This design comes from an exercise in tuning for small area and a short achievable clock period on the open sky130 flow, not from production work. The RTL was checked by simulation tests, not by an equivalence proof against the original design. No activity file was given, so power comes from the tool's default toggle rates. No driver is modelled on the clock port, so clocking that relies on it looks cheaper here than on a real chip.

## mul_A
module mul_A (CLK, RESETn, a, b, y);
	input CLK;
	input RESETn;
	input [31:0] a, b;
	output [63:0] y;
	reg [31:0] b0;
	reg d0_n0;
	reg d0_o0;
	reg d0_t0;
	reg d0_n1;
	reg d0_o1;
	reg d0_t1;
	reg d0_n2;
	reg d0_o2;
	reg d0_t2;
	reg d0_n3;
	reg d0_o3;
	reg d0_t3;
	reg a0_7;
	reg a0_8;
	reg a0_9;
	reg a0_10;
	reg a0_11;
	reg a0_12;
	reg a0_13;
	reg a0_14;
	reg a0_15;
	reg a0_16;
	reg a0_17;
	reg a0_18;
	reg a0_19;
	reg a0_20;
	reg a0_21;
	reg a0_22;
	reg a0_23;
	reg a0_24;
	reg a0_25;
	reg a0_26;
	reg a0_27;
	reg a0_28;
	reg a0_29;
	reg a0_30;
	reg a0_31;
	reg m1_0_0;
	reg m1_0_1;
	reg m1_1_0;
	reg m1_2_0;
	reg m1_2_1;
	reg m1_3_0;
	reg m1_3_1;
	reg m1_4_0;
	reg m1_4_1;
	reg m1_5_0;
	reg m1_5_1;
	reg m1_6_0;
	reg m1_6_1;
	reg m1_7_0;
	reg m1_7_1;
	reg m1_8_0;
	reg m1_8_1;
	reg m1_9_0;
	reg m1_9_1;
	reg m1_10_0;
	reg m1_10_1;
	reg m1_11_0;
	reg m1_11_1;
	reg m1_12_0;
	reg m1_12_1;
	reg m1_13_0;
	reg m1_13_1;
	reg m1_14_0;
	reg m1_14_1;
	reg m1_15_0;
	reg m1_15_1;
	reg m1_16_0;
	reg m1_16_1;
	reg m1_17_0;
	reg m1_17_1;
	reg m1_18_0;
	reg m1_18_1;
	reg m1_19_0;
	reg m1_19_1;
	reg m1_20_0;
	reg m1_20_1;
	reg m1_21_0;
	reg m1_21_1;
	reg m1_22_0;
	reg m1_22_1;
	reg m1_23_0;
	reg m1_23_1;
	reg m1_24_0;
	reg m1_24_1;
	reg m1_25_0;
	reg m1_25_1;
	reg m1_26_0;
	reg m1_26_1;
	reg m1_27_0;
	reg m1_27_1;
	reg m1_28_0;
	reg m1_28_1;
	reg m1_29_0;
	reg m1_29_1;
	reg m1_30_0;
	reg m1_30_1;
	reg m1_31_0;
	reg m1_31_1;
	reg m1_32_0;
	reg m1_32_1;
	reg m1_33_0;
	reg m1_33_1;
	reg m1_34_0;
	reg m1_34_1;
	reg m1_35_0;
	reg m1_35_1;
	reg m1_36_0;
	reg m1_36_1;
	reg m1_37_0;
	reg m1_37_1;
	reg m1_38_0;
	reg m1_38_1;
	reg m1_39_0;
	reg m1_39_1;
	reg nd1;
	reg [31:0] b1;
	reg d1_n4;
	reg d1_o4;
	reg d1_t4;
	reg d1_n5;
	reg d1_o5;
	reg d1_t5;
	reg a1_11;
	reg a1_12;
	reg a1_13;
	reg a1_14;
	reg a1_15;
	reg a1_16;
	reg a1_17;
	reg a1_18;
	reg a1_19;
	reg a1_20;
	reg a1_21;
	reg a1_22;
	reg a1_23;
	reg a1_24;
	reg a1_25;
	reg a1_26;
	reg a1_27;
	reg a1_28;
	reg a1_29;
	reg a1_30;
	reg a1_31;
	reg l2_0;
	reg l2_1;
	reg l2_2;
	reg l2_3;
	reg l2_4;
	reg l2_5;
	reg l2_6;
	reg l2_7;
	reg m2_8_0;
	reg m2_8_1;
	reg m2_9_0;
	reg m2_9_1;
	reg m2_10_0;
	reg m2_10_1;
	reg m2_11_0;
  ...
==> flow/config.mk <==
export PLATFORM = sky130hd
export DESIGN_NAME = mul_A
export DESIGN_NICKNAME = mul_A
export VERILOG_FILES = /design/flow/design.v
export SDC_FILE = /design/flow/constraint.sdc
export NUM_CORES = 4
export LEC_CHECK = 0
export CAP_MARGIN = 20
export CORE_MARGIN = 2
export CORE_UTILIZATION = 60
export CTS_CLUSTER_DIAMETER = 120
export CTS_CLUSTER_SIZE = 30
export PLACE_DENSITY = 0.7
export SETUP_SLACK_MARGIN = 2.85
export SLEW_MARGIN = 20
export SYNTH_HIERARCHICAL = 1
export SYNTH_MINIMUM_KEEP_SIZE = 0
==> flow/constraint.sdc <==
create_clock -name core_clock -period 5.0 [get_ports {CLK}]
set_input_delay 1.0000 -clock core_clock [delete_from_list [all_inputs] [get_ports {CLK}]]
set_output_delay 1.0000 -clock core_clock [all_outputs]
set_load 0.01 [all_outputs]
run.sh (not shown) runs the stock make flow with config.mk's settings and CLKGATE_MAP_FILE= SYNTH_SCRIPT=/design/flow/synth_recipe.tcl, a recipe that flattens the netlist after the stock synthesis.
The first run completed with no timing, DRC or antenna violations.
Then changed:
- CORE_UTILIZATION: 60 -> 55
- CTS_CLUSTER_SIZE: 30 -> 32
- PLACE_DENSITY: 0.7 -> unset
- SETUP_SLACK_MARGIN: 2.85 -> 2.75
The changed run completed with no timing, DRC or antenna violations.
Combinational power stays flat.
Clock power hardly moves.
Non-clock buffer count went down by 15.
Fmax went up by 0.91%.
Synthesized area stays the same.
Total power went down by 0.42%.
Clock-buffer cell count went down by 1.
Then changed:
- CORE_UTILIZATION: 55 -> 70
- SETUP_SLACK_MARGIN: 2.75 -> 2.85
Outcome:
- The new run passed the timing, DRC and antenna checks
- hold slack barely changes
- area after synthesis does not change
- total power rises by 0.90%
- final area hardly moves
- register-to-register slack gets better by 30 ps
- wire length rises by 2.6%
- sequential power stays flat
- non-clock buffer count rises by 28
- cell count falls by 5.2%
- count of clock-buffer cells in the layout falls by 4
- clock skew falls by 12 ps
Then changed:
- CORE_UTILIZATION: 70 -> 55
- SETUP_SLACK_MARGIN: 2.85 -> 2.8
Outcome: The changed run completed with no timing, DRC or antenna violations. Clock power is about the same. Wire length is lower slightly. Critical path depth stays the same.

---

Another version of the RTL of mul_A (not shown whole).
Size in the first run: roughly 5100 cells after synthesis, ~2700 flip-flops, about 130 I/O pins.
make LEC_CHECK=0 CAP_MARGIN=20 CORE_MARGIN=2 CORE_UTILIZATION=55 CTS_CLUSTER_DIAMETER=120 CTS_CLUSTER_SIZE=32 SETUP_SLACK_MARGIN=2.75 SLEW_MARGIN=20 SYNTH_HIERARCHICAL=1 SYNTH_MINIMUM_KEEP_SIZE=0 finish   # period 5.0 ns
Edit:
Settings changed: CTS_CLUSTER_DIAMETER 120 to unset, CTS_CLUSTER_SIZE 32 to unset.
Via count went up by 3.5%.
Cell area went up by 7.0%.
Count of clock-buffer cells in the layout went up by 244.
Die area stays the same.
Wire length went up by 3.6%.
Synthesized cell count is unchanged.
Non-clock buffer count does not change.
Sequential cell count is unchanged.
Worst hold slack got worse by 0.037 ns.
Synthesized area is unchanged.

[separate check: timing with driven ports]
No port has a modelled driver above. Below, the same layouts with a new extraction and two added sets of constraints. Step 1 sets driving cells, clkbuf_16 on the clock port and buf_2 on the other inputs (assumed; they add their load-dependent delay and slew). Step 2 adds t to the input delays and takes it off the output delays; t is the mean of the earliest and latest rising clock arrival at the registers after step 1. Input paths then give back, and output paths get back, about the clock's delay inside the block. Slacks: no drivers / after step 1 / after step 2; pairs: no drivers / after step 1.
| run | t, ns | setup slack, ns | clock arrival spread, ns | slew at the worst register clock pin (ns) | cell pins on the clock port's net |
|---|---|---|---|---|---|
| the first run of note 1 | 0.795 | 2.748 / 2.748 / 2.748 | 0.048 / 0.048 | 0.11 / 0.11 | 1 |
| the second run of note 1 | 0.808 | 2.768 / 2.749 / 2.768 | 0.054 / 0.054 | 0.12 / 0.12 | 1 |
| the third run of note 1 | 0.784 | 2.797 / 2.756 / 2.797 | 0.047 / 0.047 | 0.12 / 0.12 | 1 |
| the fourth run of note 1 | 0.806 | 2.777 / 2.746 / 2.777 | 0.044 / 0.044 | 0.12 / 0.12 | 1 |
| the first run of note 2 | 0.805 | 2.768 / 2.750 / 2.768 | 0.037 / 0.037 | 0.12 / 0.12 | 1 |
| the second run of note 2 | 0.902 | 2.707 / 2.631 / 2.783 | 0.078 / 0.078 | 0.07 / 0.07 | 1 |
After both steps setup and hold are still met in every run listed.
